Background: an optimization exercise with open tools, aiming at small area. Do not read the settings as production practice. Where RTL was checked, it was by simulation tests only, not by an equivalence proof against the original. Only the layout flow was run in runs 2 to 4; the RTL was not checked for function there. No run shown here takes its clock network from TritonCTS; it comes from the design's own scripts or RTL. The clock port is modelled as an ideal driver, which makes a skipped or thinned clock tree look cheaper than it is; a real chip needs a root buffer or a tree. Power figures rest on the tool's default switching activity, not on a simulated workload.

==> design/flow/design.v <==
`timescale 1ns / 1ps
module DisplayModule(
    input clk,
    input rst,
    input buttonU,
    input buttonL,
    input buttonR,
    input buttonD,
    input sw0,
    input sw1,
    output [3:0] an,
    output [6:0] sev_seg,
    output dp
    );
    reg p2, m3a, m3b;
    always @(posedge clk) begin
        p2  <= ~(rst | p2);
        m3a <= ~(rst | m3a | m3b);
        m3b <= ~rst & m3a;
    end
    reg [4:0] m23;
    wire m23_ph22 = ((m23 & 5'h16) == 5'h14);
    always @(posedge clk)
        if (rst | m23_ph22) m23 <= 5'h0;
        else m23 <= {~m23[3:0], m23[4] ^ m23[1]};
    reg [9:0] m547;
    wire m547_ph546 = ((m547 & 10'h26e) == 10'h46);
    wire m547_ph2 = ((m547 & 10'h36f) == 10'h2);
    always @(posedge clk)
        if (rst | m547_ph546) m547 <= 10'h0;
        else m547 <= {~m547[8:0], m547[9] ^ m547[2]};
    reg [11:0] m2731;
    wire m2731_ph2730 = ((m2731 & 12'hdbf) == 12'h127);
    always @(posedge clk)
        if (rst | m2731_ph2730) m2731 <= 12'h0;
        else m2731 <= {~m2731[10:0], m2731[11] ^ m2731[0]};
    reg [14:0] sec;
    wire sec_low = (sec[13:0] == 14'h1555);
    wire sec_zero = sec_low & sec[14];
    always @(posedge clk)
        if (rst) sec <= 15'h5555;
        else sec <= {~sec[13:0], sec[14] ^ sec[13] ^ sec_low};
    wire k2mod6 = m3b & ~p2;
    wire e240 = k2mod6 & m23_ph22;
    wire e30  = ~p2 & m547_ph546;
    wire p30  = p2 & m547_ph2;
    wire e2   = k2mod6 & m2731_ph2730;
    wire div0 = sec_zero;
    wire [3:0] b = {buttonU, buttonL, buttonR, buttonD};
    reg [3:0] s0, s1, ed;
    always @(posedge clk) begin
        if (rst) s0 <= 4'b0;
        else if (e30) s0 <= b;
    end
    always @(posedge clk) begin
        if (e30) begin
            s1 <= s0; ed <= s0 & ~s1;
        end
    end
    wire [3:0] pulse = p30 ? ed : 4'b0;
    reg [1:0] swd;
    always @(posedge clk) begin
        if (rst) swd <= 2'b0;
        else swd <= {swd[0], sw0 | sw1};
    end
    wire load = (|pulse) | swd[1];
    function [4:0] fwd(input [4:0] j); fwd = {j[3:0], ~j[4]}; endfunction
    function [4:0] bwd(input [4:0] j); bwd = {~j[0], j[4:1]}; endfunction
    reg [4:0] j0, j1, j2, j3;    
    wire z0 = ~j0[4] & ~j0[0], z1 = ~j1[4] & ~j1[0], z2 = ~j2[4] & ~j2[0], z3 = ~j3[4] & ~j3[0];
    wire qz = z0 & z1 & z2 & z3;
    wire swr = sw0 | sw1;
    wire K = rst | (load & swr);               
    wire A = load & ~swr & ~rst;               
    wire sU = pulse[3] & ~pulse[2] & ~pulse[1] & ~pulse[0];
    wire sL = ~pulse[3] & pulse[2] & ~pulse[1] & ~pulse[0];
    wire sR = ~pulse[3] & ~pulse[2] & pulse[1] & ~pulse[0];
    wire sD = ~pulse[3] & ~pulse[2] & ~pulse[1] & pulse[0];
    wire t9 = j1[4] & ~j1[3], t_ge2 = j1[1] | j1[4], t_ge5 = j1[4];
    wire c1 = (sU & t9) | (sL & t_ge2) | (sD & t_ge5);
    wire h9 = j2[4] & ~j2[3], h8 = j2[3] & ~j2[2], h_ge8 = j2[4] & ~j2[2], h_ge5 = j2[4], h4 = j2[3] & ~j2[4];
    wire c2 = (sU & c1 & h9) | (sL & (h9 | (h8 & c1))) | (sR & h_ge8) | (sD & (h_ge5 | (h4 & c1)));
    wire sat = c2 & j3[4] & ~j3[3];
    wire As = A & ~sat;
    wire N = A & sat;                          
    wire M0 = div0 & ~qz & ~load & ~rst;       
    wire M1 = M0 & z0, M2 = M1 & z1, M3 = M2 & z2;
    wire U1 = As & sU, L1 = As & sL, D1 = As & sD;
    wire H1 = As & ((sU & c1) | (sL & ~c1)), H2 = As & ((sL & c1) | sR);
    wire H5 = As & sD & ~c1, H6 = As & sD & c1;
    wire T1 = As & c2;
    wire K5 = load & sw1 & ~sw0 & ~rst, K1 = load & sw0 & ~sw1 & ~rst;
    wire k0 = ~(K | N | M0);
    wire k1 = ~(K | N | M1 | U1 | L1 | D1);
    wire k2 = ~(K | N | M2 | H1 | H2 | H5 | H6);
    wire k3 = ~(K | M3 | T1);
    wire [4:0] nine = 5'b10000;
    always @(posedge clk) begin
        j0 <= ({5{k0}} & j0) | ({5{N}} & nine) | ({5{M0}} & bwd(j0)) | {5{K5}};
        j1 <= ({5{k1}} & j1) | ({5{N}} & nine) | ({5{M1}} & bwd(j1)) | ({5{U1}} & fwd(j1))
            | ({5{L1}} & bwd(bwd(j1))) | ({5{D1}} & ~j1) | {4'b0, K1};
        j2 <= ({5{k2}} & j2) | ({5{N}} & nine) | ({5{M2}} & bwd(j2)) | ({5{H1}} & fwd(j2))
            | ({5{H2}} & fwd(fwd(j2))) | ({5{H5}} & ~j2) | ({5{H6}} & fwd(~j2)) | {3'b0, K5, K5};
        j3 <= ({5{k3}} & j3) | ({5{M3}} & bwd(j3)) | ({5{T1}} & fwd(j3));
    end
    reg started;
    reg [1:0] g;
    reg [4:0] dig;
    wire sel0 = e240 & g[1] & ~g[0], sel1 = e240 & ~g[1] & ~g[0];
    wire sel2 = e240 & ~g[1] & g[0],  sel3 = e240 & g[1] & g[0];
    wire keep = ~e240 & ~rst;
    always @(posedge clk) begin
        if (rst) begin
            started <= 1'b0; g <= 2'b10;
        end else if (e240) begin
            started <= 1'b1; g <= {g[0], ~g[1]};
        end
        dig <= ({5{sel0 & ~rst}} & j0) | ({5{sel1 & ~rst}} & j1) | ({5{sel2 & ~rst}} & j2)
             | ({5{sel3 & ~rst}} & j3) | ({5{keep}} & dig) | {rst, rst, 3'b0};
    end
    assign dp = started;
    assign an[0] = started & (g[1] | g[0]);
    assign an[1] = started & (g[1] | ~g[0]);
    assign an[2] = started & ~(g[1] & g[0]);
    assign an[3] = started & ~(g[1] & ~g[0]);
    wire [4:0] j = dig;
    wire [6:0] hx;
    assign hx[0] = (~j[1] & j[2]) | (~j[1] & ~j[4]);
    assign hx[1] = (~j[1] & j[2]) | (j[0] & ~j[3]);
    assign hx[2] = (~j[3] & j[4]) | (j[0] & ~j[1]) | (~j[1] & j[2]) | (j[0] & j[2]);
    assign hx[3] = (~j[3] & j[4]) | (j[0] & ~j[1]) | (~j[1] & j[2]) | (j[3] & ~j[4]);
    assign hx[4] = j[1] & ~j[2];
    assign hx[5] = j[1] & j[4];
    assign hx[6] = (j[0] & ~j[1]) | (j[3] & ~j[4]);
    reg blink;
    always @(posedge clk) begin
        if (rst) blink <= 1'b0;
        else if (e2) blink <= qz & ~blink;
    end
    wire odd0 = (~j0[3] & j0[4]) | (j0[0] & ~j0[1]) | (~j0[1] & j0[2]) | (j0[0] & j0[4]) | (j0[2] & ~j0[3]);
    wire flash = odd0 & ~j2[1] & ~j2[4] & z3 & ~load;
    assign sev_seg = hx | {7{flash | blink}};
endmodule
==> design/flow/flow/run.sh <==
#!/bin/bash
# Own layout flow: the standard flow (standard.sh), with these changes:
#  - the combinational logic is mapped with an area-oriented ABC script
#    (flow/area.script) instead of ORFS's speed script; the flip-flops come
#    from the unchanged standard synthesis steps (dfflibmap runs before abc);
#  - the port buffers are the smallest buffer cell;
#  - the clock is buffered by flow/pre_cts.tcl (a few clock buffers, each
#    driving the flip-flops of one region) in place of TritonCTS.
# Each tool's output goes to a log file in this folder.
set -euo pipefail
W=$(pwd)
# synthesis script: synth_recipe.tcl with abc's -script replaced
{
  head -n 1 synth_recipe.tcl
  echo "proc abc {args} { set i [lsearch \$args -script]; set args [lreplace \$args [expr {\$i+1}] [expr {\$i+1}] $W/flow/area.script]; yosys abc {*}\$args }"
  tail -n +2 synth_recipe.tcl
} > own_synth.tcl
sed -e "s#SYNTH_SCRIPT=[^ ]*#SYNTH_SCRIPT=$W/own_synth.tcl#" \
    -e "s#CLKGATE_MAP_FILE= #CLKGATE_MAP_FILE= 'BUFFER_PORTS_ARGS=-buffer_cell sky130_fd_sc_hd__buf_1' PRE_CTS_TCL=$W/flow/pre_cts.tcl #" \
    standard.sh > own_standard.sh
bash own_standard.sh > flow_make.log 2>&1
==> design/flow/flow/area.script <==
strash
dch -f
amap -F 5
topo
==> design/flow/flow/pre_cts.tcl <==
# Clock buffering in place of TritonCTS: the flip-flops' clock pins are split
# by position into GROUPS regions (stripes or quadrants), each driven by one
# clock buffer (BUF) that the clock port drives.
rename clock_tree_synthesis __cts_orig
proc clock_tree_synthesis {args} {
  set GROUPS 3
  set BUF sky130_fd_sc_hd__clkbuf_16
  set block [ord::get_db_block]
  set dbu [$block getDbUnitsPerMicron]
  set sinks {}
  foreach pin [get_pins -of_objects [get_nets clk]] {
    set iterm [sta::sta_to_db_pin $pin]
    if {$iterm == "NULL" || $iterm == ""} continue
    set bbox [[$iterm getInst] getBBox]
    lappend sinks [list [expr {([$bbox xMin] + [$bbox xMax]) / 2}] [expr {([$bbox yMin] + [$bbox yMax]) / 2}] $pin]
  }
  set n [llength $sinks]
  # GROUPS = 4: quadrants (split at the median x, then each half at its
  # median y); otherwise GROUPS stripes of equal sink count along x
  set byx [lsort -integer -index 0 $sinks]
  set glist {}
  if {$GROUPS == 4} {
    set h [expr {$n / 2}]
    foreach half [list [lrange $byx 0 [expr {$h - 1}]] [lrange $byx $h end]] {
      set byy [lsort -integer -index 1 $half]
      set q [expr {[llength $byy] / 2}]
      lappend glist [lrange $byy 0 [expr {$q - 1}]] [lrange $byy $q end]
    }
  } else {
    for {set g 0} {$g < $GROUPS} {incr g} {
      lappend glist [lrange $byx [expr {$g * $n / $GROUPS}] [expr {($g + 1) * $n / $GROUPS - 1}]]
    }
  }
  set groups [llength $glist]
  puts "manual clock buffering: $n sinks in $groups groups"
  for {set g 0} {$g < $groups} {incr g} {
    set grp [lindex $glist $g]
    if {[llength $grp] == 0} continue
    set sx 0; set sy 0; set pins {}
    foreach s $grp {
      set sx [expr {$sx + [lindex $s 0]}]; set sy [expr {$sy + [lindex $s 1]}]
      lappend pins [lindex $s 2]
    }
    set cx [expr {double($sx) / [llength $grp] / $dbu}]
    set cy [expr {double($sy) / [llength $grp] / $dbu}]
    puts "  group $g: [llength $grp] sinks, buffer at $cx $cy"
    insert_buffer -buffer_cell $BUF -net clk -load_pins $pins \
      -location [list $cx $cy] -buffer_name clkbuf_m$g -net_name clknet_m$g
  }
  global_connect
  foreach nn [$block getNets] {
    if {[string match clknet_m* [$nn getName]] || [$nn getName] == "clk"} { $nn setSigType CLOCK }
  }
}
==> design/flow/standard.sh <==
#!/bin/bash
# synth_recipe.tcl (not shown) runs the flow's synth.tcl, then flattens the netlist and writes it again
# the make line also repeats each setting of config.mk as NAME=value (left out here)
make -C /OpenROAD-flow-scripts/flow DESIGN_CONFIG=/design/flow/config.mk WORK_HOME=/design/flow/orfs CLKGATE_MAP_FILE= SYNTH_SCRIPT=/design/flow/synth_recipe.tcl "${@:-finish}"
==> design/flow/config.mk <==
export PLATFORM = sky130hd
export DESIGN_NAME = DisplayModule
export DESIGN_NICKNAME = DisplayModule
export VERILOG_FILES = /design/flow/design.v
export SDC_FILE = /design/flow/constraint.sdc
export NUM_CORES = 4
export LEC_CHECK = 0
export CAP_MARGIN = 20
export CORE_MARGIN = 2
export CORE_UTILIZATION = 40
export SLEW_MARGIN = 20
==> design/flow/constraint.sdc <==
create_clock -name core_clock -period 10.0 [get_ports {clk}]
set_input_delay 2.0000 -clock core_clock [delete_from_list [all_inputs] [get_ports {clk}]]
set_output_delay 2.0000 -clock core_clock [all_outputs]
set_load 0.01 [all_outputs]
==> metrics.csv, run 1 <==
metric,value,unit
yosysWarnings,1,
crit_required,8000,ps
reg2reg_slack,6180,ps
finalSetupTns,0,ps
crit_chain,"clkinv_1, nor4_1, nand4_1, nor2b_1, clkinv_1, nand2_1, nor3_1, clkinv_1, nor3_1, a31oi_1, o221ai_1, or2_0, buf_1",
min_path_cells,1,
r2r-start,m547[1],
synth.largest_area_cell,dfxtp_1,
remaining_drc_errors,0,
synthMostInstantiatedCell,dfxtp_1,
postSynth.asyncResetShare,0,%
worstHoldEndpoint,m547[8],
start_util,41.25,%
crit_path_frequent_cell,clkinv_1,
antenna_cells,0,
wirelength,6912,um
grt_setup_unrepaired,false,
fin_area,3657,um2
critPathKind,flip-flop to primary output,
syn_nets,386,
grt_pass1_vias,2499,
place_area,3582,um2
worstMarginPinSlew,920.9,ps
ys_ff_latch,88,
grt_pass1_wl,11670,um
portBuffers,19,
clk_latency,170,ps
run_status,"complete, no violations",
hp-start,m547[7],
area_growth_syn_to_layout,8.460,%
core,8175,um2
synth_top_flop_cell,dfxtp_1,
synth_cell_type_count,32,
crit_path_end_kind,primary output,
cts_setup_buffers,0,
fin_crit,4784,ps
synth_top_area_share,47.50,%
netlist_area,3372,um2
ctsResizeCount,0,
die_area,9181,um2
startpoint_type,flip-flop,
antenna_found_initial,0,
drive_above_1_share,0.9975,%
grt_overflow,0,
io_pins,20,
finalWeightedCongestion,0.9058,
r2r-end,j1[4],
place_hpwl,5152,um
slowest_stage,a31oi_1,
max_freq,209.0,MHz
max_slew_margin,38.38,%
syn_inst,378,
postRouteAntennaNets,0,
r2r_cells,20,
track_usage,15.27,%
die_h,95.82,um
synth.cells.most_frequent,"dfxtp_1, nor2_1, clkinv_1",
cp_top_family,simple AND/OR/NAND/NOR gates,
p_per_area,178.5,nW/um2
finalMaxSlewViolations,0,
synth_area_per_cell,8.921,um2
vdd_drop_max,0.1492,mV
worstPathArrival,2780,ps
leakagePower,1.244,nW
setup_viol,0,
hold_viol_final,0,
die_w,95.82,um
yosys-top-cells-area,"dfxtp_1, nor2_1, edfxtp_1, clkinv_1, o21ai_0",
drtIter0Drc,141,
clk_pin_slew,100,ps
holdBufCountCts,0,
via_per_inst,5.557,
synth_edf_count,8,
critPathMaxStageDelay,450,ps
drt-pass1-iter-count,5,
drv_cap,0,
skew,13.51,ps
fin_crit_sh,47.84,%
cp_max_fo,6,
vias,2812,
fill_cells,830,
grt_max_degree,31,
ys_seq_area_share,54.62,%
wl_per_cell,13.66,um
hold_class,flip-flop to flip-flop,
critPathBufInv,4,
fin_nets,411,
rows,33,
final cells by class, clock buffers not listed:
cell class	count	area, um2	share of cell area (%)
well taps	105	131.4	3.592
inverters	50	187.7	5.132
flip-flops and latches	88	1842	50.36
repair buffers	20	78.83	2.155
multi-input cells	240	1343	36.71
cell usage in the layout (no fill, tap or decap):
cell type	netlist	routed
a31oi_1	2	2
o21ai_0	27	27
dfxtp_1	80	80
or4_1	3	3
nand4b_1	1	1
nor4bb_1	1	1
or2_0	3	3
a21oi_1	5	5
o221ai_1	10	10
clkinv_1	50	50
edfxtp_1	8	8
nand4_1	6	6
o211ai_1	6	6
nor2b_1	7	7
o41a_1	1	1
buf_1	0	19
o22ai_1	13	13
nand4bb_1	2	2
a221oi_1	6	6
nor2_1	65	65
a21boi_0	1	1
nor4_1	2	2
nand3_1	2	2
nand2b_1	4	4
a211oi_1	3	3
o221a_1	1	1
o21a_1	5	5
or3_1	5	5
nor3_1	20	20
buf_4	0	1
o2111ai_1	1	1
nand2_1	24	24
a222oi_1	9	9
a22oi_1	5	5
clkbuf_16	0	3
sequential cells by signal, summed over array words and instances (netlist names), 5 cells and up:
register / flops
dig: 5
j2: 5
m2731: 12
j3: 5
j0: 5
m23: 5
sec: 15
j1: 5
m547: 10
logic make-up (layout without fill, tap and decap cells):
| kind of cell | Yosys count | in the layout | synth area share [%] |
|---|---|---|---|
| AOI/OAI and AO/OA | 95 | 95 | 19.74 |
| buffers and inverters | 50 | 73 | 5.566 |
| DFF | 88 | 88 | 54.62 |
| and+or+nand+nor | 145 | 145 | 20.07 |
routing by layer:
| layer | global-route usage (%) | share of wire (%) | wire [um] | vias up |
|---|---|---|---|---|
| met1 | 21.36 | 48 | 3345 | 1318 |
| met2 | 26.63 | 46 | 3200 | 69 |
| met5 | 0 | 0 | 0 | - |
| met4 | 2.500 | 2.0 | 138 | 0 |
| met3 | 0.7048 | 3.3 | 227 | 12 |
| li1 | - | - | - | 1413 |
worst reg2reg max path, cell delays in order, from the launching register on:
cell	delay [ps]
dfxtp_1	350
clkinv_1	80
nor4_1	280
nand4_1	180
nor2b_1	210
clkinv_1	110
or3_1	370
nor3_1	210
clkinv_1	130
o211ai_1	180
nand2_1	110
o22ai_1	170
a31oi_1	90
nor3_1	230
nor3_1	110
clkinv_1	110
nor2_1	120
nand2_1	190
o211ai_1	130
a221oi_1	220
o21ai_0	130
how the worst max path moves through the flow:
stage / to / slack, ps / cells after the start / startpoint
finish: sev_seg[3] / 5220 / 13 / m547[1]
global route: sev_seg[3] / 4740 / 13 / m547[1]
CTS: j3[3] / 5240 / 10 / rst
detailed placement: j3[3] / 5240 / 10 / rst
global placement: j3[1] / 5340 / 10 / rst
floorplan: sev_seg[3] / 5810 / 12 / m547[1]
power breakdown:
| part | switching, W | internal, W |
|---|---|---|
| logic | 0.0000748 | 0.0000372 |
| clock network | 0.0000840 | 0.0000556 |
| registers | 0.0000223 | 0.000379 |
through the flow:
step	total power, W	cells	utilization (%)	setup WS (ps)	hold slack [ps]
finish	0.0006529	506	44.74	5216	383.6
global route	0.0006890	506	44.74	4744	391.6
CTS	0.0006283	506	44.74	5241	373.0
detailed placement	0.0005187	503	43.82	5239	371.7
global placement	0.0005188	503	43.82	5340	369.6
floorplan	0.0004799	378	-	5805	361.1
==> run 2, diff against run 1 <==
--- a/design/flow/design.v
+++ b/design/flow/design.v
@@ -25,13 +25,13 @@
         else m23 <= {~m23[3:0], m23[4] ^ m23[1]};
     reg [9:0] m547;
-    wire m547_ph546 = ((m547 & 10'h26e) == 10'h46);
-    wire m547_ph2 = ((m547 & 10'h36f) == 10'h2);
+    wire m547_ph546 = ((m547 & 10'h13f) == 10'h0);
+    wire m547_ph2 = ((m547 & 10'h2af) == 10'h82);
     always @(posedge clk)
-        if (rst | m547_ph546) m547 <= 10'h0;
-        else m547 <= {~m547[8:0], m547[9] ^ m547[2]};
+        if (rst | m547_ph546) m547 <= 10'h124;
+        else m547 <= {~m547[8:0], m547[9] ^ m547[6]};
     reg [11:0] m2731;
-    wire m2731_ph2730 = ((m2731 & 12'hdbf) == 12'h127);
+    wire m2731_ph2730 = ((m2731 & 12'hf5f) == 12'h0);
     always @(posedge clk)
-        if (rst | m2731_ph2730) m2731 <= 12'h0;
+        if (rst | m2731_ph2730) m2731 <= 12'hc9;
         else m2731 <= {~m2731[10:0], m2731[11] ^ m2731[0]};
     reg [14:0] sec;
==> metrics.csv, run 2 <==
metric,value,unit,change
ctsResizeCount,0,,unchanged
fin_area,3665,um2,+0.21%
yosys.area_share.simple,19.40,%,-0.67 points
top_regs,"sec (15), m2731 (12), m547 (10)",,
wirelength,6845,um,-0.97%
largest_reg_flops,15,,unchanged
crit_path_end_kind,primary output,,
rows,33,,unchanged
leakagePower,1.261,nW,+1.4%
startpoint_type,flip-flop,,
area_growth_syn_to_layout,8.441,%,about the same
postSynth.asyncResetShare,0,%,unchanged
yosysWarnings,1,,unchanged
vias,2780,,-1.1%
synth_top_family_by_area,compound AO/OA/AOI/OAI gates,,
drive_above_1_share,0.9852,%,-0.012 points
synth-compound-area-share,20.10,%,+0.36 points
synth_top_flop_cell,dfxtp_1,,
min_path_cells,1,,unchanged
drt-pass1-iter-count,5,,unchanged
run_status,"complete, no violations",,
holdBufCountCts,0,,unchanged
max_slew_margin,59.18,%,+21 points
timing.hold.ws,375.4,ps,-8.203 ps
via_per_inst,5.440,,-2.1%
grt_pass1_wl,11520,um,-1.4%
grt_pass1_vias,2534,,+1.4%
ys_seq_area_share,54.50,%,-0.12 points
netlist_area,3379,um2,+0.22%
die_h,95.92,um,+0.10%
synthMostInstantiatedCell,dfxtp_1,,
antenna_cells,0,,unchanged
hold_class,flip-flop to flip-flop,,
die_w,95.92,um,+0.10%
crit_required,8000,ps,about the same
place_area,3590,um2,+0.21%
synth_area_per_cell,8.824,um2,-1.1%
mostFrequentLayoutCell,dfxtp_1,,
top_register,sec,,
synth_xor_area_share,0,%,unchanged
layout_common_cells,"dfxtp_1, nor2_1, clkinv_1, nand2_1, o21ai_0",,
p_per_area,180.9,nW/um2,+1.4%
finalWeightedCongestion,0.8487,,-6.3%
grt_max_degree,31,,unchanged
synth_top_area_share,47.39,%,-0.11 points
r2r_cells,20,,unchanged
io_pins,20,,unchanged
clk_pin_slew,100,ps,about the same
cts_setup_buffers,0,,unchanged
remaining_drc_errors,0,,unchanged
max_freq,213.5,MHz,+2.1%
total_power,0.0006631,W,+1.6%
synthAdderAreaFrac,0,%,unchanged
clk_latency,180,ps,about the same
grt_setup_unrepaired,false,,
fin_util,44.60,%,-0.13 points
critPathKind,flip-flop to primary output,,
skew,18.47,ps,+4.955 ps
drv_cap,0,,unchanged
track_usage,15.10,%,-0.17 points
start_util,41.13,%,-0.12 points
hold_viol_final,0,,unchanged
cp_max_fo,6,,unchanged
synth_mux_area_share,0,%,unchanged
fin_nets,416,,+1.2%
postRouteAntennaNets,0,,unchanged
place_hpwl,5081,um,-1.4%
grt_overflow,0,,unchanged
portBuffers,19,,unchanged
syn_nets,391,,+1.3%
wl_per_cell,13.40,um,-1.9%
drtIter0Drc,251,,+78%
vdd_drop_max,0.1441,mV,-3.4%
synth_cell_type_count,33,,+3.1%
synth_edf_count,8,,unchanged
worstMarginPinSlew,607.6,ps,-313.3 ps
yosys-top-cells-area,"dfxtp_1, edfxtp_1, nor2_1, clkinv_1, nand2_1",,
synth.cells.most_frequent,"dfxtp_1, nor2_1, clkinv_1",,
fin_crit,4684,ps,-100.0 ps
core,8217,um2,+0.51%
synth.largest_area_cell,dfxtp_1,,
worstPathArrival,2680,ps,-100 ps
die_area,9200,um2,+0.21%
syn_inst,383,,+1.3%
antenna_found_initial,0,,unchanged
fin_crit_sh,46.84,%,-1.0 points
finalSetupTns,0,ps,unchanged
finalMaxSlewViolations,0,,unchanged
setup_viol,0,,unchanged
ys_ff_latch,88,,unchanged
## run 2: cell types whose count changed after synthesis, moves of 2 or more
cell,previous run,this run
o22ai_1,13,10
nor2_1,65,59
nand2_1,24,35
or3_1,5,1
or4_1,3,0
clkinv_1,50,54
nor4_1,2,4
a21oi_1,5,8
o21ai_0,27,24
## run 2: kinds of logic after synthesis
kind of cell | count (synthesis)
AO/OA/AOI/OAI | 96
buffers and inverters | 54
flip-flops | 88
AND/OR/NAND/NOR | 145
## run 2: cell type report, clock buffers not listed
class                      count  area [um2]
fill                         812        4552
inverter                      54       202.7
multi-input combinational    241        1335
sequential                    88        1842
tap                          105       131.4
timing repair buffer          20       78.83
## run 2: path summary, 6_finish.rpt
check / startpoint / end / slack, ps
max reg2reg: m547[0] / j2[3] / 6180
min reg2reg: m2731[5] / m2731[6] / 380
max: m547[0] / sev_seg[3] / 5320
min: m2731[5] / m2731[6] / 380
## run 2: routing by layer
layer	share of wire (%)	vias to the layer above	track usage, %
met5	0	-	0
met4	0.45	0	1.190
met3	4.8	2	0.7048
met2	47	85	26.69
met1	48	1278	21.36
li1	-	1415	-
## run 2: worst max-delay path, cell delays in order (launching register included)
cell      delay (ps)
dfxtp_1          340
nor4b_1          310
nand4_1          230
nor2b_1          200
nand2b_1         160
nor3_1           110
a41oi_1          510
o221ai_1         260
or2_0            260
buf_1            130
## run 2: power by group
group	leakage, nW	internal [W]	switching, W
clock	0.0370	0.0000557	0.0000860
combinational	0.494	0.0000411	0.0000788
sequential	0.730	0.000378	0.0000234
## run 2: metrics by stage
| step | worst slack [ps] | instances |
|---|---|---|
| floorplan | 5948 | 383 |
| global placement | 5587 | 508 |
| detailed placement | 5465 | 508 |
| CTS | 5446 | 511 |
| global route | 5102 | 511 |
| finish | 5316 | 511 |
==> run 3, diff against run 2 <==
==> design/flow/flow/area.script (replaced) <==
strash
dch
amap -F 5
topo
==> metrics.csv, run 3 <==
metric,value,unit,change
ys_ff_latch,88,,unchanged
slowest_stage,dfxtp_1,,
rows,33,,unchanged
cp_top_family,simple AND/OR/NAND/NOR gates,,
synth_top_area_share,47.57,%,+0.18 points
max_freq,215.4,MHz,+0.88%
drv_cap,0,,unchanged
top_register,sec,,
area_growth_syn_to_layout,8.473,%,about the same
fill_cells,806,,-0.74%
drive_above_1_share,1.000,%,+0.015 points
wirelength,6964,um,+1.7%
finalSetupTns,0,ps,unchanged
hold_class,flip-flop to flip-flop,,
remaining_drc_errors,0,,unchanged
synth_area_per_cell,8.931,um2,+1.2%
combPwrFrac,18.2,%,about the same
grt_pass1_wl,11720,um,+1.8%
critPathBufInv,2,,+1
postRouteAntennaNets,0,,unchanged
synth_cell_type_count,37,,+12%
layout_common_cells,"dfxtp_1, nor2_1, clkinv_1, nand2_1, o21ai_0",,
p_per_area,182.0,nW/um2,+0.58%
leakagePower,1.244,nW,-1.3%
start_util,41.18,%,+0.055 points
grt_overflow,0,,unchanged
via_per_inst,5.503,,+1.2%
netlist_area,3367,um2,-0.37%
intPower,0.0004731,W,-0.37%
skew,21.16,ps,+2.689 ps
drt-pass1-iter-count,5,,unchanged
ctsResizeCount,0,,unchanged
setup_viol,0,,unchanged
hold_viol_final,0,,unchanged
io_pins,20,,unchanged
holdBufCountCts,0,,unchanged
run_status,"complete, no violations",,
grt_max_degree,33,,+6.5%
postSynth.asyncResetShare,0,%,unchanged
synthMostInstantiatedCell,dfxtp_1,,
pwr-share-seq,60.2,%,-0.3 points
startpoint_type,flip-flop,,
antenna_cells,0,,unchanged
yosysWarnings,1,,unchanged
critPathMaxStageDelay,340,ps,-170 ps
yosys-top-cells-area,"dfxtp_1, edfxtp_1, nor2_1, clkinv_1, a222oi_1",,
fin_crit_sh,46.43,%,-0.41 points
critPathKind,flip-flop to primary output,,
multi_input_area,1334,um2,about the same
crit_required,8000,ps,about the same
synth_top_flop_cell,dfxtp_1,,
syn_nets,385,,-1.5%
grt_setup_unrepaired,false,,
swShare,28.82,%,+0.43 points
fin_crit,4643,ps,-40.66 ps
antenna_found_initial,0,,unchanged
crit_path_end_kind,primary output,,
syn_inst,377,,-1.6%
pwr-share-clk,21.6,%,+0.2 points
die_h,95.75,um,-0.18%
synth.cells.most_frequent,"dfxtp_1, nor2_1, clkinv_1",,
synth_edf_count,8,,unchanged
top_regs,"sec (15), m2731 (12), m547 (10)",,
fin_nets,410,,-1.4%
regArea,1842,um2,unchanged
drtIter0Drc,194,,-23%
vias,2779,,-0.036%
crit_path_frequent_cell,nand2b_1,,
portBuffers,19,,unchanged
synth.largest_area_cell,dfxtp_1,,
die_w,95.75,um,-0.18%
worstMarginPinSlew,689.7,ps,+82.07 ps
place_hpwl,5380,um,+5.9%
crit_chain,"nor4b_1, nand4_1, nand2b_1, nand2b_1, nor3_1, a41oi_1, clkinv_1, a21oi_1, o21ai_0, or2_0, buf_1",,
max_slew_margin,53.54,%,-5.6 points
finalMaxSlewViolations,0,,unchanged
p_switching,0.0001915,W,+1.8%
worstPathArrival,2640,ps,-40 ps
largest_reg_flops,15,,unchanged
wl_per_cell,13.79,um,+2.9%
grt_pass1_vias,2557,,+0.91%
clk_latency,180,ps,about the same
clk_pin_slew,100,ps,about the same
mostFrequentLayoutCell,dfxtp_1,,
core,8175,um2,-0.50%
die_area,9167,um2,-0.35%
ys_seq_area_share,54.70,%,+0.20 points
finalWeightedCongestion,0.8764,,+3.3%
track_usage,15.42,%,+0.33 points
fin_util,44.67,%,+0.072 points
cts_setup_buffers,0,,unchanged
cp_max_fo,5,,-1
vdd_drop_max,0.1237,mV,-14%
==> run 3: changes by cell type after synthesis, sizes merged, moves of 2 or more <==
cell | before | now
nor3 | 19 | 17
nand2 | 35 | 29
o211ai | 7 | 2
nor2 | 59 | 64
o21ai | 24 | 21
clkinv | 54 | 51
==> run 3: layer usage <==
layer | wire length, um | track usage [%]
met1 | 3164 | 20.38
met2 | 3340 | 27.45
met3 | 333 | 1.331
met4 | 125 | 3.452
met5 | 0 | 0
==> run 3: metrics by stage <==
| step | instances | cell area [um2] | total power (W) | worst slack [ps] | hold slack (ps) |
|---|---|---|---|---|---|
| after floorplan | 377 | 3367 | 0.0004848 | 6009 | 343.4 |
| after global placement | 502 | 3577 | 0.0005246 | 5552 | 350.1 |
| after detailed placement | 502 | 3577 | 0.0005269 | 5403 | 359.6 |
| after CTS | 505 | 3652 | 0.0006354 | 5407 | 359.6 |
| after global routing | 505 | 3652 | 0.0006991 | 5062 | 400.0 |
| final | 505 | 3652 | 0.0006646 | 5357 | 379.5 |
==> run 3: area by class of cell, clock buffers not listed <==
class | count | area share, %
Sequential cell | 88 | 50.43
Multi-Input combinational cell | 238 | 36.52
Inverter | 51 | 5.242
Tap cell | 105 | 3.597
Timing Repair Buffer | 20 | 2.158
==> run 3: final timing paths <==
kind                            cells past startpoint  slack [ps]      from         end
worst max-delay path                               11        5360   m547[0]  sev_seg[3]
worst max register to register                     18        6060   m547[0]       j2[3]
worst min register to register                      1         380  m2731[5]    m2731[6]
worst min-delay path                                1         380  m2731[5]    m2731[6]
==> run 3: worst reg2reg max path: stages (launching register included) <==
cell and delay (ps):
dfxtp_1 340, nor4b_1 290, nand4_1 190, nand2b_1 210, nand2_1 90, nor3_1 80
o21ai_0 120, o21ai_0 120, nor2_1 170, clkinv_1 150, a21oi_1 220, o221a_1 270
nor3_1 110, nor3b_1 270, clkinv_1 230, nor2_1 360, clkinv_1 260, nand4_1 240
o21ai_0 120
==> run 3: kinds of logic after synthesis <==
group           count (synthesis)  share of synthesized area, %
compound gates                 91                         19.62
buf+inv                        51                         5.686
flops                          88                         54.70
simple gates                  147                         19.99
==> run 3: power by group through the flow <==
| stage | clock, W | combinational (W) | sequential [W] |
|---|---|---|---|
| 6_report | 0.000144 | 0.000121 | 0.000400 |
| 5_1_grt | 0.000158 | 0.000139 | 0.000402 |
| 2_1_floorplan | 0 | 0.0000852 | 0.000400 |
| 4_1_cts | 0.000108 | 0.000120 | 0.000408 |
| 3_5_place_dp | 0 | 0.000120 | 0.000407 |
| 3_3_place_gp | 0 | 0.000117 | 0.000407 |
==> run 4, diff against run 3 <==
==> design/flow/flow/run.sh (replaced) <==
#!/bin/bash
# Own layout flow: the standard flow (standard.sh), with these changes:
#  - the combinational logic is mapped with several area-oriented ABC scripts
#    (flow/abc_*.script, by flow/abc_pick.tcl) and the smallest mapping is
#    kept, in place of ORFS's speed script; the flip-flops come from the
#    unchanged standard synthesis steps (dfflibmap runs before abc);
#  - the port buffers are the smallest buffer cell;
#  - the clock is buffered by flow/pre_cts.tcl (a few clock buffers, each
#    driving the flip-flops of one region) in place of TritonCTS.
# Each tool's output goes to a log file in this folder.
set -euo pipefail
W=$(pwd)
# synthesis script: synth_recipe.tcl with abc wrapped by abc_pick.tcl
{
  head -n 1 synth_recipe.tcl
  echo "set ::ABC_PICK_SCRIPTS [lsort [glob $W/flow/abc_*.script]]"
  echo "source $W/flow/abc_pick.tcl"
  tail -n +2 synth_recipe.tcl
} > own_synth.tcl
sed -e "s#SYNTH_SCRIPT=[^ ]*#SYNTH_SCRIPT=$W/own_synth.tcl#" \
    -e "s#CLKGATE_MAP_FILE= #CLKGATE_MAP_FILE= 'BUFFER_PORTS_ARGS=-buffer_cell sky130_fd_sc_hd__buf_1' PRE_CTS_TCL=$W/flow/pre_cts.tcl #" \
    standard.sh > own_standard.sh
bash own_standard.sh > flow_make.log 2>&1
==> design/flow/flow/abc_a5.script (new file) <==
strash
dch -f
amap
topo
dnsize -c
==> design/flow/flow/abc_c7.script (new file) <==
strash
ifraig
scorr
dc2
dch -f
amap -F 5
topo
==> design/flow/flow/abc_d6.script (new file) <==
strash
dch -f
amap -F 5
topo
==> design/flow/flow/abc_e1.script (new file) <==
strash
dch -f
amap -F 10 -A 10
topo
==> design/flow/flow/abc_e3.script (new file) <==
strash
dch
amap -F 5
topo
==> design/flow/flow/abc_f4.script (new file) <==
strash
&get -n
&dc2
&dc2
&put
dch -f
amap -F 5
topo
==> design/flow/flow/abc_pick.tcl (new file) <==
# Wraps yosys's abc: maps the combinational logic with each ABC script in
# ABC_PICK_SCRIPTS and keeps the mapping with the smallest cell area. The
# flip-flops are already mapped when abc runs and abc leaves them alone.
proc abc {args} {
  set i [lsearch $args -script]
  set lib [lindex $args [expr {[lsearch $args -liberty] + 1}]]
  yosys design -save abc_pick_before
  set best_area -1
  set best_script ""
  foreach script $::ABC_PICK_SCRIPTS {
    yosys design -load abc_pick_before
    yosys abc {*}[lreplace $args [expr {$i + 1}] [expr {$i + 1}] $script]
    set stat [yosys tee -q -s result.string stat -liberty $lib]
    if {![regexp {Chip area for module '[^']*': ([0-9.]+)} $stat -> area]} { continue }
    puts "abc_pick: $script area $area"
    if {$best_area < 0 || $area < $best_area} { set best_area $area; set best_script $script }
  }
  puts "abc_pick: using $best_script (area $best_area)"
  yosys design -load abc_pick_before
  yosys abc {*}[lreplace $args [expr {$i + 1}] [expr {$i + 1}] $best_script]
}
removed: design/flow/flow/area.script
==> metrics.csv, run 4 <==
metric,value,unit,change
wl_per_cell,13.80,um,about the same
clk_pin_slew,120,ps,+20 ps
fin_ws,4930,ps,-427.5 ps
synth_top_flop_cell,dfxtp_1,,
cp_max_fo,27,,+22
via_per_inst,5.558,,+1.0%
synth_edf_count,8,,unchanged
cts_setup_buffers,0,,unchanged
postSynth.asyncResetShare,0,%,unchanged
antenna_found_initial,0,,unchanged
grt_max_degree,31,,-6.1%
fin_nets,403,,-1.7%
io_pins,20,,unchanged
netlist_area,3363,um2,-0.11%
fill_cells,800,,-0.74%
ctsResizeCount,0,,unchanged
top_regs,"sec (15), m2731 (12), m547 (10)",,
min_path_cells,1,,unchanged
drv_cap,0,,unchanged
crit_chain,"buf_1, buf_4, clkinv_1, nand4b_1, nor2_1, nand2_1, nor2_1, clkinv_1, nor3_1, clkinv_1, nor3_1, nor3_1, a222oi_1, clkinv_1",,
top_register,sec,,
p_per_area,180.6,nW/um2,-0.77%
synth_area_per_cell,9.114,um2,+2.1%
drt-pass1-iter-count,6,,+1
clk_latency,180,ps,about the same
critPathKind,input pin to flip-flop,,
startpoint_type,input pin,,
area_growth_syn_to_layout,8.705,%,
antenna_cells,0,,unchanged
pre_cts_ws,4784,ps,-618.9 ps
holdBufCountCts,0,,unchanged
finalMaxSlewViolations,0,,unchanged
die_area,9158,um2,-0.10%
syn_inst,369,,-2.1%
place_hpwl,5124,um,-4.8%
grt_setup_unrepaired,false,,
yosys-top-cells-area,"dfxtp_1, edfxtp_1, clkinv_1, nor2_1, a222oi_1",,
synth.cells.most_frequent,"dfxtp_1, clkinv_1, nor2_1",,
finalWeightedCongestion,0.9486,,+8.2%
worstMarginPinSlew,791.8,ps,+102.1 ps
fin_crit_sh,50.70,%,+4.3 points
r2r_cells,15,,-3
setup_viol,0,,unchanged
die_h,95.70,um,about the same
slowest_stage,nor3_1,,
synth_top_area_share,47.62,%,+0.053 points
grt_overflow,0,,unchanged
synth_cell_type_count,34,,-8.1%
ys_ff_latch,88,,unchanged
yosysWarnings,1,,unchanged
start_util,41.14,%,-0.046 points
postRouteAntennaNets,0,,unchanged
syn_nets,377,,-2.1%
remaining_drc_errors,0,,unchanged
die_w,95.70,um,about the same
max_freq,197.2,MHz,-8.4%
skew,17.17,ps,-3.990 ps
portBuffers,19,,unchanged
hold_viol_final,0,,unchanged
wirelength,6873,um,-1.3%
fin_area,3656,um2,+0.10%
mostFrequentLayoutCell,dfxtp_1,,
synth.largest_area_cell,dfxtp_1,,
leakagePower,1.212,nW,-2.6%
ys_seq_area_share,54.76,%,+0.061 points
crit_path_end_kind,flip-flop,,
hold_class,flip-flop to flip-flop,,
drtIter0Drc,225,,+16%
vias,2768,,-0.40%
crit_path_frequent_cell,clkinv_1,,
grt_pass1_vias,2512,,-1.8%
layout_common_cells,"dfxtp_1, nor2_1, clkinv_1, nand2_1, o21ai_0",,
drive_above_1_share,1.272,%,+0.27 points
vdd_drop_max,0.1243,mV,+0.47%
total_power,0.0006602,W,-0.67%
rows,33,,unchanged
critPathMaxStageDelay,530,ps,+190 ps
fin_crit,5070,ps,+427.5 ps
synthMostInstantiatedCell,dfxtp_1,,
crit_required,10070,ps,+2070 ps
core,8175,um2,unchanged
fin_util,44.72,%,+0.046 points
worstPathArrival,5140,ps,+2500 ps
place_area,3581,um2,+0.10%
grt_pass1_wl,11520,um,-1.7%
finalSetupTns,0,ps,unchanged
largest_reg_flops,15,,unchanged
max_slew_margin,46.73,%,-6.8 points
track_usage,15.05,%,-0.37 points
run_status,"complete, no violations",,
run 4: changes by cell type after synthesis, moves of 3 or more:
cell,before,now
nor2_1,64,53
nand2b_1,6,2
nand2_1,29,24
nor3_1,17,14
o22ai_1,11,8
nand3_1,3,6
or4_1,0,5
o21a_1,4,7
run 4: power breakdown:
part / total (W) / internal, W / switching [W]
registers: 0.000403 / 0.000377 / 0.0000263
logic: 0.000113 / 0.0000404 / 0.0000727
clock network: 0.000144 / 0.0000558 / 0.0000879
total: 0.000660 / 0.000473 / 0.000187
run 4: final timing paths:
path              startpoint  endpoint  slack (ps)
setup / recovery         rst     j3[0]        4930
hold / removal       m547[4]   m547[5]         390
setup reg to reg     m547[0]     j2[4]        5730
hold reg to reg      m547[4]   m547[5]         390
run 4: per-stage QoR:
| stage | hold slack, ps | cells |
|---|---|---|
| 2_1_floorplan | 354.5 | 369 |
| 3_3_place_gp | 369.9 | 495 |
| 3_5_place_dp | 369.2 | 495 |
| 4_1_cts | 369.2 | 498 |
| 5_1_grt | 405.0 | 498 |
| 6_report | 392.3 | 498 |
run 4: layout make-up, clock buffers not listed:
type	count	area [um2]	area share, %
Multi-Input combinational cell	228	1323	36.17
Inverter	53	198.9	5.441
Timing Repair Buffer	21	86.33	2.361
Tap cell	105	131.4	3.593
Sequential cell	88	1842	50.38
run 4: per-layer routing:
metal | wire (um) | vias up | track usage, %
li1 | - | 1399 | -
met1 | 3398 | 1299 | 21.43
met2 | 3087 | 58 | 25.58
met3 | 261 | 12 | 0.7831
met4 | 125 | 0 | 2.857
met5 | 0 | - | 0
run 4: logic make-up (layout without fill, tap and decap cells):
logic type	Yosys count	after routing	synth area share [%]
AND/OR/NAND/NOR	134	134	19.16
AO/OA/AOI/OAI	93	93	19.90
flip-flops	88	88	54.76
buffers and inverters	53	77	5.915
XOR/XNOR	1	1	0.2605
run 4: critical path, delay by kind of cell:
kind / cells / cell delay, ps
AO/OA/AOI/OAI: 1 / 290
buffers and inverters: 6 / 1140
AND/OR/NAND/NOR: 7 / 1670
==> run 5, diff against run 4 <==
--- a/design/flow/design.v
+++ b/design/flow/design.v
@@ -104,19 +104,21 @@
         j3 <= ({5{k3}} & j3) | ({5{M3}} & bwd(j3)) | ({5{T1}} & fwd(j3));
     end
-    reg started;
     reg [1:0] g;
-    reg [4:0] dig;
-    wire sel0 = e240 & g[1] & ~g[0], sel1 = e240 & ~g[1] & ~g[0];
-    wire sel2 = e240 & ~g[1] & g[0],  sel3 = e240 & g[1] & g[0];
+    reg [3:0] dig;
+    wire gs0 = g[1] & ~g[0], gs1 = ~g[1] & ~g[0], gs2 = ~g[1] & g[0], gs3 = g[1] & g[0];
+    wire [4:0] nj = ({5{gs0}} & j0) | ({5{gs1}} & j1) | ({5{gs2}} & j2) | ({5{gs3}} & j3);
+    wire [3:0] nc;       
+    assign nc[0] = ~nj[1] | (nj[3] & ~nj[4]);
+    assign nc[1] = (nj[1] & nj[3]) | (~nj[2] & nj[4]);
+    assign nc[2] = ~nj[0] | (nj[1] & ~nj[2]);
+    assign nc[3] = (~nj[0] & ~nj[4]) | (~nj[2] & nj[3]);
+    wire load_dig = e240 & ~rst;
     wire keep = ~e240 & ~rst;
     always @(posedge clk) begin
-        if (rst) begin
-            started <= 1'b0; g <= 2'b10;
-        end else if (e240) begin
-            started <= 1'b1; g <= {g[0], ~g[1]};
-        end
-        dig <= ({5{sel0 & ~rst}} & j0) | ({5{sel1 & ~rst}} & j1) | ({5{sel2 & ~rst}} & j2)
-             | ({5{sel3 & ~rst}} & j3) | ({5{keep}} & dig) | {rst, rst, 3'b0};
+        if (rst) g <= 2'b10;
+        else if (e240) g <= {g[0], ~g[1]};
+        dig <= ({4{load_dig}} & nc) | ({4{keep}} & dig) | {rst, rst, 2'b0};
     end
+    wire started = ~dig[3] | dig[0];
     assign dp = started;
     assign an[0] = started & (g[1] | g[0]);
@@ -124,13 +126,13 @@
     assign an[2] = started & ~(g[1] & g[0]);
     assign an[3] = started & ~(g[1] & ~g[0]);
-    wire [4:0] j = dig;
+    wire [3:0] q = dig;
     wire [6:0] hx;
-    assign hx[0] = (~j[1] & j[2]) | (~j[1] & ~j[4]);
-    assign hx[1] = (~j[1] & j[2]) | (j[0] & ~j[3]);
-    assign hx[2] = (~j[3] & j[4]) | (j[0] & ~j[1]) | (~j[1] & j[2]) | (j[0] & j[2]);
-    assign hx[3] = (~j[3] & j[4]) | (j[0] & ~j[1]) | (~j[1] & j[2]) | (j[3] & ~j[4]);
-    assign hx[4] = j[1] & ~j[2];
-    assign hx[5] = j[1] & j[4];
-    assign hx[6] = (j[0] & ~j[1]) | (j[3] & ~j[4]);
+    assign hx[0] = q[0] & ~q[1];
+    assign hx[1] = ~q[1] & ~q[3];
+    assign hx[2] = ~q[2] | (q[0] & ~q[3]);
+    assign hx[3] = q[0] & ~q[3];
+    assign hx[4] = ~q[0] & ~q[1] & q[2] & ~q[3];
+    assign hx[5] = ~q[0] & q[1];
+    assign hx[6] = q[0] & ~q[2];
     reg blink;
     always @(posedge clk) begin
==> design/flow/flow/abc_b3.script (new file) <==
strash
ifraig
scorr
dc2
dch -f
amap
topo
==> design/flow/flow/abc_b8.script (new file) <==
strash
dch -f
map -a
amap
topo
==> design/flow/flow/abc_c1.script (new file) <==
strash
ifraig
scorr
dc2
dch -f
amap
strash
dch -f
amap
topo
==> design/flow/flow/abc_e2.script (new file) <==
strash
dch -f
amap -F 3
topo
==> design/flow/flow/abc_e4.script (new file) <==
strash
dch -f
amap -F 5
strash
dch -f
amap -F 5
topo
==> design/flow/flow/abc_f1.script (new file) <==
strash
&get -n
&deepsyn -T 30
&put
dch -f
amap -F 5
topo
==> metrics.csv, run 5 <==
metric,value,unit,change
run_status,"complete, no violations",,
postSynth.asyncResetShare,0,%,unchanged
intPower,0.0004684,W,-1.0%
clk_latency,170,ps,about the same
ctsResizeCount,0,,unchanged
core,8134,um2,-0.51%
finalSetupTns,0,ps,unchanged
antenna_cells,0,,unchanged
setup_viol,0,,unchanged
ys_ff_latch,86,,-2.3%
hold_viol_final,0,,unchanged
top_regs,"sec (15), m2731 (12), m547 (10)",,
fin_crit,4535,ps,-535.0 ps
worstMarginPinSlew,683.7,ps,-108.0 ps
r2r_cells,14,,-1
wl_per_cell,13.47,um,-2.4%
critPathLaunch,rst,,
clk_pin_slew,110,ps,about the same
syn_nets,389,,+3.2%
synth.largest_area_cell,dfxtp_1,,
endpoint,j3[0],,
synth_top_area_share,47.06,%,-0.56 points
critPathKind,input pin to flip-flop,,
r2r-end,j3[0],,
p_per_area,182.5,nW/um2,+1.1%
skew,17.52,ps,+0.3515 ps
synth_top_flop_cell,dfxtp_1,,
grt_overflow,0,,unchanged
mostFrequentLayoutCell,dfxtp_1,,
ys_seq_area_share,54.30,%,-0.46 points
synthMostInstantiatedCell,dfxtp_1,,
remaining_drc_errors,0,,unchanged
die_area,9040,um2,-1.3%
worstPathArrival,4600,ps,-540 ps
portBuffers,19,,unchanged
leakagePower,1.236,nW,+2.0%
fin_crit_sh,45.35,%,-5.4 points
hold_class,flip-flop to flip-flop,,
wirelength,6858,um,-0.22%
placed_cells,506,,+2.2%
finalWeightedCongestion,0.9294,,-2.0%
via_per_inst,5.393,,-3.0%
yosys-top-cells-area,"dfxtp_1, nor2_1, edfxtp_1, clkinv_1, o21ai_0",,
finalMaxSlewViolations,0,,unchanged
synth_cell_type_count,32,,-5.9%
start_util,40.79,%,-0.34 points
drv_cap,0,,unchanged
vdd_drop_max,0.1331,mV,+7.1%
synth_edf_count,8,,unchanged
grt_pass1_vias,2568,,+2.2%
drive_above_1_share,0.9901,%,-0.28 points
drt-pass1-iter-count,9,,+3
top_register,sec,,
r2r-start,p2,,
holdBufCountCts,0,,unchanged
die_h,95.08,um,-0.64%
grt_setup_unrepaired,false,,
vias,2745,,-0.83%
track_usage,15.27,%,+0.22 points
synth.cells.most_frequent,"dfxtp_1, nor2_1, clkinv_1",,
postRouteAntennaNets,0,,unchanged
max_slew_margin,54.00,%,+7.3 points
pwr-share-seq,59.0,%,-2.1 points
pwr-share-clk,21.5,%,-0.3 points
grt_max_degree,30,,-3.2%
netlist_area,3318,um2,-1.3%
drtIter0Drc,224,,-0.44%
cts_setup_buffers,0,,unchanged
pre_cts_ws,5333,ps,+548.8 ps
synth_area_per_cell,8.709,um2,-4.4%
rows,33,,unchanged
instances_no_fill,509,,+2.2%
area_growth_syn_to_layout,8.597,%,about the same
reg2reg_slack,6290,ps,+560 ps
syn_inst,381,,+3.3%
max_freq,220.5,MHz,+12%
fin_nets,414,,+2.7%
combPwrFrac,19.5,%,+2.4 points
crit_required,10070,ps,about the same
layout_common_cells,"dfxtp_1, nor2_1, clkinv_1, o21ai_0, nand2_1",,
antenna_found_initial,0,,unchanged
die_w,95.08,um,-0.64%
place_hpwl,5158,um,+0.66%
io_pins,20,,unchanged
grt_pass1_wl,11570,um,+0.42%
fin_ws,5465,ps,+535.0 ps
p_switching,0.0001893,W,+1.3%
crit_path_end_kind,flip-flop,,
yosysWarnings,1,,unchanged
largest_reg_flops,15,,unchanged
cp_max_fo,22,,-19%
swShare,28.79,%,+0.48 points
startpoint_type,input pin,,
## run 5: changes by cell type in the layout (fill, tap and decap cells not counted), sizes merged, moves of 3 or more
cell	delta
a211oi	+4
a222oi	-3
nor2	+12
nor3	+4
nor4	-3
o21a	-6
o21ai	+5
o221ai	-4
o22ai	+8
or2	+3
or4	-3
## run 5: kinds of logic (layout without fill, tap and decap cells)
logic type / count (synthesis) / in the layout / share of synthesized area [%]
AO/OA/AOI/OAI: 93 / 93 / 19.34
flip-flops: 86 / 86 / 54.30
AND/OR/NAND/NOR: 147 / 147 / 20.14
buffers and inverters: 55 / 78 / 6.222
## run 5: power groups by stage
stage | registers [W] | logic (W) | clock network, W
floorplan | 0.000390 | 0.0000911 | 0
global placement | 0.000396 | 0.000125 | 0
detailed placement | 0.000396 | 0.000127 | 0
CTS | 0.000396 | 0.000128 | 0.000106
global route | 0.000391 | 0.000147 | 0.000156
finish | 0.000388 | 0.000128 | 0.000141
## run 5: worst min path at each step
stage / startpoint / endpoint / slack [ps] / depth (start not counted)
6_report: m2731[5] / m2731[6] / 380 / 1
5_1_grt: m2731[5] / m2731[6] / 400 / 1
4_1_cts: m2731[5] / m2731[6] / 360 / 1
3_5_place_dp: m2731[5] / m2731[6] / 360 / 1
3_3_place_gp: m2731[5] / m2731[6] / 350 / 1
2_1_floorplan: m2731[5] / m2731[6] / 340 / 1
## run 5: area by class of cell, clock buffers not listed
| cell class | count | area (um2) |
|---|---|---|
| tap | 105 | 131.4 |
| fill | 805 | 4531 |
| timing repair buffer | 20 | 78.83 |
| multi-input combinational | 240 | 1310 |
| sequential | 86 | 1802 |
| inverter | 55 | 206.4 |
## run 5: critical path: stages
cell	delay (ps)
buf_1	70
buf_4	200
clkinv_1	230
nand2_1	100
or3_1	410
nor2_1	170
clkinv_1	190
nor3_1	560
nor3_1	220
a222oi_1	340
clkinv_1	100
## run 5: metrics by stage
stage	hold WS [ps]	power, W	utilization [%]	cell area, um2
after floorplan	343.4	0.0004811	-	3318
after global placement	351.3	0.0005205	43.38	3528
after detailed placement	358.1	0.0005229	43.38	3528
after CTS	358.1	0.0006304	44.30	3603
after global routing	402.3	0.0006945	44.30	3603
final	378.4	0.0006578	44.30	3603
## run 5: layer usage
metal  wire length (um)  vias up  GRT usage, %
li1                   -     1408             -
met1               3387     1264         21.40
met2               3187       64         26.53
met3                219        9        0.8696
met4                 64        0         2.415
met5                  0        -             0
==> run 6, diff against run 5 <==
removed: design/flow/flow/abc_b3.script
removed: design/flow/flow/abc_b8.script
removed: design/flow/flow/abc_c1.script
removed: design/flow/flow/abc_e2.script
removed: design/flow/flow/abc_e4.script
removed: design/flow/flow/abc_f1.script
==> metrics.csv, run 6 <==
metric,value,unit,change
run_status,"complete, no violations",,
drive_above_1_share,0.9975,%,+0.0074 points
postRouteAntennaNets,0,,unchanged
startpoint_type,flip-flop,,
skew,20.13,ps,+2.611 ps
fin_crit,4465,ps,-70.51 ps
finalSetupTns,0,ps,unchanged
synth_area_per_cell,8.798,um2,+1.0%
synth.largest_area_cell,dfxtp_1,,
combPwrFrac,19.1,%,-0.4 points
hold_viol_final,0,,unchanged
ys_seq_area_share,54.18,%,-0.12 points
worstMarginPinSlew,960.3,ps,+276.6 ps
vias,2792,,+1.7%
vdd_drop_max,0.1305,mV,-1.9%
rows,33,,unchanged
pwr-share-seq,59.5,%,+0.5 points
swShare,29.09,%,+0.31 points
hold_class,flip-flop to flip-flop,,
antenna_cells,0,,unchanged
die_w,95.18,um,+0.11%
leakagePower,1.247,nW,+0.82%
top_regs,"sec (15), m2731 (12), m547 (10)",,
synthMostInstantiatedCell,dfxtp_1,,
finalMaxSlewViolations,0,,unchanged
crit_path_end_kind,primary output,,
area_growth_syn_to_layout,8.578,%,about the same
p_switching,0.0001926,W,+1.7%
cts_setup_buffers,0,,unchanged
ctsResizeCount,0,,unchanged
drtIter0Drc,198,,-12%
place_hpwl,5060,um,-1.9%
grt_overflow,0,,unchanged
total_power,0.0006619,W,+0.63%
antenna_found_initial,0,,unchanged
fin_crit_sh,44.65,%,-0.71 points
track_usage,15.60,%,+0.33 points
io_pins,20,,unchanged
drv_cap,0,,unchanged
start_util,40.89,%,+0.092 points
wirelength,6841,um,-0.25%
fin_nets,411,,-0.72%
postSynth.asyncResetShare,0,%,unchanged
synth_edf_count,8,,unchanged
netlist_area,3326,um2,+0.23%
crit_required,8000,ps,-2070 ps
top_register,sec,,
hp-start,m23[0],,
via_per_inst,5.518,,+2.3%
instances_no_fill,506,,-0.59%
grt_max_degree,30,,unchanged
yosys-top-cells-area,"dfxtp_1, nor2_1, edfxtp_1, clkinv_1, o21ai_0",,
drt-pass1-iter-count,6,,-3
grt_pass1_vias,2543,,-0.97%
holdBufCountCts,0,,unchanged
syn_nets,386,,-0.77%
synth_top_flop_cell,dfxtp_1,,
grt_pass1_wl,11850,um,+2.4%
fin_area,3611,um2,+0.21%
core,8134,um2,unchanged
remaining_drc_errors,0,,unchanged
worstPathArrival,2460,ps,-2140 ps
mostFrequentLayoutCell,dfxtp_1,,
die_area,9059,um2,+0.21%
setup_viol,0,,unchanged
layout_common_cells,"dfxtp_1, nor2_1, clkinv_1, nand2_1, o21ai_0",,
ys_ff_latch,86,,unchanged
max_slew_margin,35.85,%,-18 points
syn_inst,378,,-0.79%
p_per_area,183.3,nW/um2,+0.42%
die_h,95.18,um,+0.11%
synth_top_area_share,46.95,%,-0.11 points
clk_pin_slew,120,ps,about the same
critPathKind,flip-flop to primary output,,
yosysWarnings,1,,unchanged
slowest_stage,a31oi_1,,
max_freq,224.0,MHz,+1.6%
place_area,3536,um2,+0.21%
pwr-share-clk,21.4,%,about the same
critPathLaunch,m547[0],,
portBuffers,19,,unchanged
r2r-start,m547[0],,
finalWeightedCongestion,0.9202,,-0.99%
grt_setup_unrepaired,false,,
placed_cells,503,,-0.59%
intPower,0.0004693,W,+0.20%
synth.cells.most_frequent,"dfxtp_1, nor2_1, clkinv_1",,
wl_per_cell,13.52,um,+0.34%
cp_max_fo,6,,-73%
critPathMaxStageDelay,390,ps,-170 ps
crit_chain,"nor4b_1, nand4_1, nor2b_1, o21bai_1, nor3_1, a31oi_1, o21ai_0, or2_0, buf_1",,
largest_reg_flops,15,,unchanged
synth_cell_type_count,34,,+6.3%
clk_latency,180,ps,about the same
==> run 6: cell count changes after synthesis, moves of 2 or more <==
cell       previous run  this run
or3_1                 5         3
nor3_1               18        14
nor2_1               65        68
nand4bb_1             0         3
o22ai_1              16        14
o21ai_0              26        23
a211oi_1              8         6
a221oi_1              5         7
o21a_1                1         4
o211ai_1              1         4
==> run 6: cell families after synthesis <==
group | synth area share (%)
AOI/OAI and AO/OA | 19.68
and+or+nand+nor | 20.05
buffers and inverters | 6.095
DFF | 54.18
==> run 6: final timing paths <==
path                end  slack [ps]  depth (start not counted)
min              m23[1]         390                          1
max reg2reg       j3[3]        5940                         19
max          sev_seg[2]        5540                          9
min reg2reg      m23[1]         390                          1
==> run 6: cell type report, clock buffers not listed <==
| type | count | area [um2] |
|---|---|---|
| fill | 810 | 4523 |
| sequential | 86 | 1802 |
| multi-input combinational | 238 | 1321 |
| inverter | 54 | 202.7 |
| tap | 105 | 131.4 |
| timing repair buffer | 20 | 78.83 |
==> run 6: critical path: cells and delay by family, from the launching register on <==
| family | cells | cell delay [ps] |
|---|---|---|
| buf+inv | 1 | 120 |
| flops | 1 | 350 |
| simple gates | 5 | 1040 |
| compound gates | 3 | 780 |
==> run 6: power by group through the flow <==
stage / clock [W] / combinational, W / sequential [W]
5_1_grt: 0.000158 / 0.000148 / 0.000398
3_5_place_dp: 0 / 0.000126 / 0.000401
3_3_place_gp: 0 / 0.000126 / 0.000401
6_report: 0.000142 / 0.000126 / 0.000394
4_1_cts: 0.000106 / 0.000127 / 0.000401
2_1_floorplan: 0 / 0.0000911 / 0.000394
==> run 6: stage by stage <==
stage	util, %	setup slack (ps)	hold WS (ps)
floorplan	-	6068	357.9
global placement	43.47	5780	373.5
detailed placement	43.47	5754	371.7
CTS	44.39	5735	375.1
global route	44.39	5111	401.6
finish	44.39	5535	389.6
==> run 6: routing by layer <==
metal	up-vias	share of wire, %	GRT usage (%)	routed length (um)
li1	1408	-	-	-
met1	1300	50	22.95	3405
met2	74	44	25.18	3004
met3	10	4.7	1.423	321
met4	0	1.6	2.778	110
met5	-	0	0	0
==> run 7, diff against run 6 <==
==> design/flow/flow/abc_b3.script (new file) <==
strash
ifraig
scorr
dc2
dch -f
amap
topo
==> design/flow/flow/abc_b8.script (new file) <==
strash
dch -f
map -a
amap
topo
==> design/flow/flow/abc_c1.script (new file) <==
strash
ifraig
scorr
dc2
dch -f
amap
strash
dch -f
amap
topo
==> design/flow/flow/abc_e2.script (new file) <==
strash
dch -f
amap -F 3
topo
==> design/flow/flow/abc_e4.script (new file) <==
strash
dch -f
amap -F 5
strash
dch -f
amap -F 5
topo
==> design/flow/flow/abc_f1.script (new file) <==
strash
&get -n
&deepsyn -T 30
&put
dch -f
amap -F 5
topo
--- a/design/flow/flow/pre_cts.tcl
+++ b/design/flow/flow/pre_cts.tcl
@@ -1,4 +1,4 @@
 # Clock buffering in place of TritonCTS: the flip-flops' clock pins are split
-# by position into GROUPS regions (stripes or quadrants), each driven by one
+# by position into GROUPS balanced clusters (k-means), each driven by one
 # clock buffer (BUF) that the clock port drives.
 rename clock_tree_synthesis __cts_orig
@@ -16,19 +16,44 @@
   }
   set n [llength $sinks]
-  # GROUPS = 4: quadrants (split at the median x, then each half at its
-  # median y); otherwise GROUPS stripes of equal sink count along x
+  # balanced k-means: GROUPS clusters of (nearly) equal size, seeded by
+  # stripes along x, refined by assigning sinks to the nearest center with
+  # spare room
   set byx [lsort -integer -index 0 $sinks]
+  set cap [expr {($n + $GROUPS - 1) / $GROUPS}]
   set glist {}
-  if {$GROUPS == 4} {
-    set h [expr {$n / 2}]
-    foreach half [list [lrange $byx 0 [expr {$h - 1}]] [lrange $byx $h end]] {
-      set byy [lsort -integer -index 1 $half]
-      set q [expr {[llength $byy] / 2}]
-      lappend glist [lrange $byy 0 [expr {$q - 1}]] [lrange $byy $q end]
+  for {set g 0} {$g < $GROUPS} {incr g} {
+    lappend glist [lrange $byx [expr {$g * $n / $GROUPS}] [expr {($g + 1) * $n / $GROUPS - 1}]]
+  }
+  for {set it 0} {$it < 20} {incr it} {
+    set cs {}
+    foreach grp $glist {
+      set sx 0; set sy 0
+      foreach s $grp { set sx [expr {$sx + [lindex $s 0]}]; set sy [expr {$sy + [lindex $s 1]}] }
+      lappend cs [list [expr {double($sx) / [llength $grp]}] [expr {double($sy) / [llength $grp]}]]
     }
-  } else {
-    for {set g 0} {$g < $GROUPS} {incr g} {
-      lappend glist [lrange $byx [expr {$g * $n / $GROUPS}] [expr {($g + 1) * $n / $GROUPS - 1}]]
+    # all (distance, sink, group) pairs, nearest first
+    set pairs {}
+    set si 0
+    foreach s $sinks {
+      for {set g 0} {$g < $GROUPS} {incr g} {
+        set c [lindex $cs $g]
+        lappend pairs [list [expr {abs([lindex $s 0] - [lindex $c 0]) + abs([lindex $s 1] - [lindex $c 1])}] $si $g]
+      }
+      incr si
     }
+    set pairs [lsort -real -index 0 $pairs]
+    set done {}
+    set cnt {}
+    for {set g 0} {$g < $GROUPS} {incr g} { lappend cnt 0 }
+    set new {}
+    for {set g 0} {$g < $GROUPS} {incr g} { lappend new {} }
+    foreach p $pairs {
+      set si [lindex $p 1]; set g [lindex $p 2]
+      if {[dict exists $done $si] || [lindex $cnt $g] >= $cap} continue
+      dict set done $si 1
+      lset cnt $g [expr {[lindex $cnt $g] + 1}]
+      lset new $g [concat [lindex $new $g] [list [lindex $sinks $si]]]
+    }
+    set glist $new
   }
   set groups [llength $glist]
==> metrics.csv, run 7 <==
metric,value,unit,change
rows,33,,unchanged
vias,2718,,-2.7%
layout_common_cells,"dfxtp_1, nor2_1, clkinv_1, o21ai_0, nand2_1",,
vdd_drop_max,0.1337,mV,+2.4%
r2r-start,p2,,
portBuffers,19,,unchanged
grt_pass1_wl,11560,um,-2.4%
grt_pass1_vias,2561,,+0.71%
drtIter0Drc,215,,+8.6%
r2r_cells,14,,-5
place_area,3528,um2,-0.21%
max_slew_margin,56.20,%,+20 points
skew,11.45,ps,-8.682 ps
crit_chain,"buf_1, buf_4, clkinv_1, nand2_1, or3_1, nor2_1, clkinv_1, nor3_1, nor3_1, a222oi_1, clkinv_1",,
yosysWarnings,1,,unchanged
fin_util,44.30,%,-0.092 points
worstMarginPinSlew,650.9,ps,-309.4 ps
timing.hold.ws,378.6,ps,-10.95 ps
hold_viol_final,0,,unchanged
grt_max_degree,30,,unchanged
grt_setup_unrepaired,false,,
postSynth.asyncResetShare,0,%,unchanged
reg2reg_slack,6280,ps,+340 ps
synth_edf_count,8,,unchanged
placed_cells,506,,+0.60%
p_per_area,182.0,nW/um2,-0.70%
start_util,40.79,%,-0.092 points
critPathMaxStageDelay,550,ps,+160 ps
mostFrequentLayoutCell,dfxtp_1,,
die_area,9040,um2,-0.21%
die_h,95.08,um,-0.11%
synth_top_area_share,47.06,%,+0.11 points
antenna_found_initial,0,,unchanged
wl_per_cell,13.42,um,-0.73%
instances_no_fill,509,,+0.59%
leakagePower,1.236,nW,-0.81%
holdBufCountCts,0,,unchanged
finalMaxSlewViolations,0,,unchanged
synth.cells.most_frequent,"dfxtp_1, nor2_1, clkinv_1",,
startpoint_type,input pin,,
fill_cells,804,,-0.74%
setup_viol,0,,unchanged
critPathKind,input pin to flip-flop,,
clk_pin_slew,110,ps,about the same
wirelength,6831,um,-0.15%
top_register,sec,,
critPathLaunch,rst,,
ys_ff_latch,86,,unchanged
grt_overflow,0,,unchanged
die_w,95.08,um,-0.11%
fin_crit,4526,ps,+61.46 ps
area_growth_syn_to_layout,8.597,%,about the same
finalSetupTns,0,ps,unchanged
core,8134,um2,unchanged
cp_max_fo,22,,+16
yosys-top-cells-area,"dfxtp_1, nor2_1, edfxtp_1, clkinv_1, o21ai_0",,
fin_area,3603,um2,-0.21%
antenna_cells,0,,unchanged
crit_path_end_kind,flip-flop,,
synth_area_per_cell,8.709,um2,-1.0%
run_status,"complete, no violations",,
worstHoldEndpoint,m2731[6],,
crit_required,10060,ps,+2060 ps
syn_nets,389,,+0.78%
largest_reg_flops,15,,unchanged
via_per_inst,5.340,,-3.2%
clk_latency,170,ps,about the same
drive_above_1_share,0.9901,%,-0.0074 points
postRouteAntennaNets,0,,unchanged
min_path_cells,1,,unchanged
synth.largest_area_cell,dfxtp_1,,
drt-pass1-iter-count,7,,+1
track_usage,15.26,%,-0.34 points
fin_nets,414,,+0.73%
top_regs,"sec (15), m2731 (12), m547 (10)",,
ys_seq_area_share,54.30,%,+0.12 points
worstPathArrival,4590,ps,+2130 ps
drv_cap,0,,unchanged
place_hpwl,5158,um,+1.9%
remaining_drc_errors,0,,unchanged
slowest_stage,nor3_1,,
crit_path_frequent_cell,clkinv_1,,
fin_crit_sh,45.26,%,+0.61 points
syn_inst,381,,+0.79%
cts_setup_buffers,0,,unchanged
netlist_area,3318,um2,-0.23%
synthMostInstantiatedCell,dfxtp_1,,
synth_cell_type_count,32,,-5.9%
max_freq,220.9,MHz,-1.4%
ctsResizeCount,0,,unchanged
synth_top_flop_cell,dfxtp_1,,
hold_class,flip-flop to flip-flop,,
hp-start,m2731[5],,
r2r-end,j3[0],,
finalWeightedCongestion,0.9294,,+1.0%
io_pins,20,,unchanged
run 7: cell count changes after synthesis, sizes merged, moves of 3 or more:
cell     before  now
o211ai        4    1
o21ai        23   26
nand4bb       3    0
nor3         14   18
nor2         68   65
o21a          4    1
run 7: per-stage QoR:
step | setup slack, ps | total power, W
final | 5474 | 0.0006559
after global routing | 5166 | 0.0006940
after CTS | 5316 | 0.0006304
after detailed placement | 5333 | 0.0005229
after global placement | 5444 | 0.0005205
after floorplan | 6045 | 0.0004811
run 7: worst max-delay path by stage:
stage	end	slack [ps]	cells past startpoint
floorplan	j3[1]	6050	9
global placement	j3[3]	5440	11
detailed placement	j3[0]	5330	11
CTS	j3[0]	5320	11
global route	sev_seg[2]	5170	11
finish	j3[0]	5470	11
run 7: cell type report, clock buffers not listed:
type | instances | area, um2 | share of cell area (%)
multi-input combinational | 240 | 1310 | 36.35
tap | 105 | 131.4 | 3.646
inverter | 55 | 206.4 | 5.729
timing repair buffer | 20 | 78.83 | 2.187
sequential | 86 | 1802 | 50.00
run 7: per-layer routing:
metal | GRT usage [%] | share of wire [%]
met4 | 2.174 | 1.2
met1 | 21.35 | 50
met3 | 0.7905 | 2.5
met5 | 0 | 0
met2 | 26.70 | 46
run 7: critical path, delay by kind of cell:
family | cells | cell delay (ps)
compound gates | 1 | 340
buf+inv | 5 | 790
simple gates | 5 | 1460
run 7: power breakdown:
| part | switching, W | total [W] | internal (W) | leakage (nW) |
|---|---|---|---|---|
| Combinational | 0.0000845 | 0.000128 | 0.0000440 | 0.486 |
| Sequential | 0.0000194 | 0.000388 | 0.000369 | 0.714 |
| Clock | 0.0000837 | 0.000139 | 0.0000556 | 0.0370 |
| Total | 0.000188 | 0.000656 | 0.000468 | 1.24 |
run 7: cells by family (layout without fill, tap and decap cells):
kind of cell | Yosys count | after routing | share of synthesized area [%]
DFF | 86 | 86 | 54.30
buffers and inverters | 55 | 78 | 6.222
AOI/OAI and AO/OA | 93 | 93 | 19.34
and+or+nand+nor | 147 | 147 | 20.14
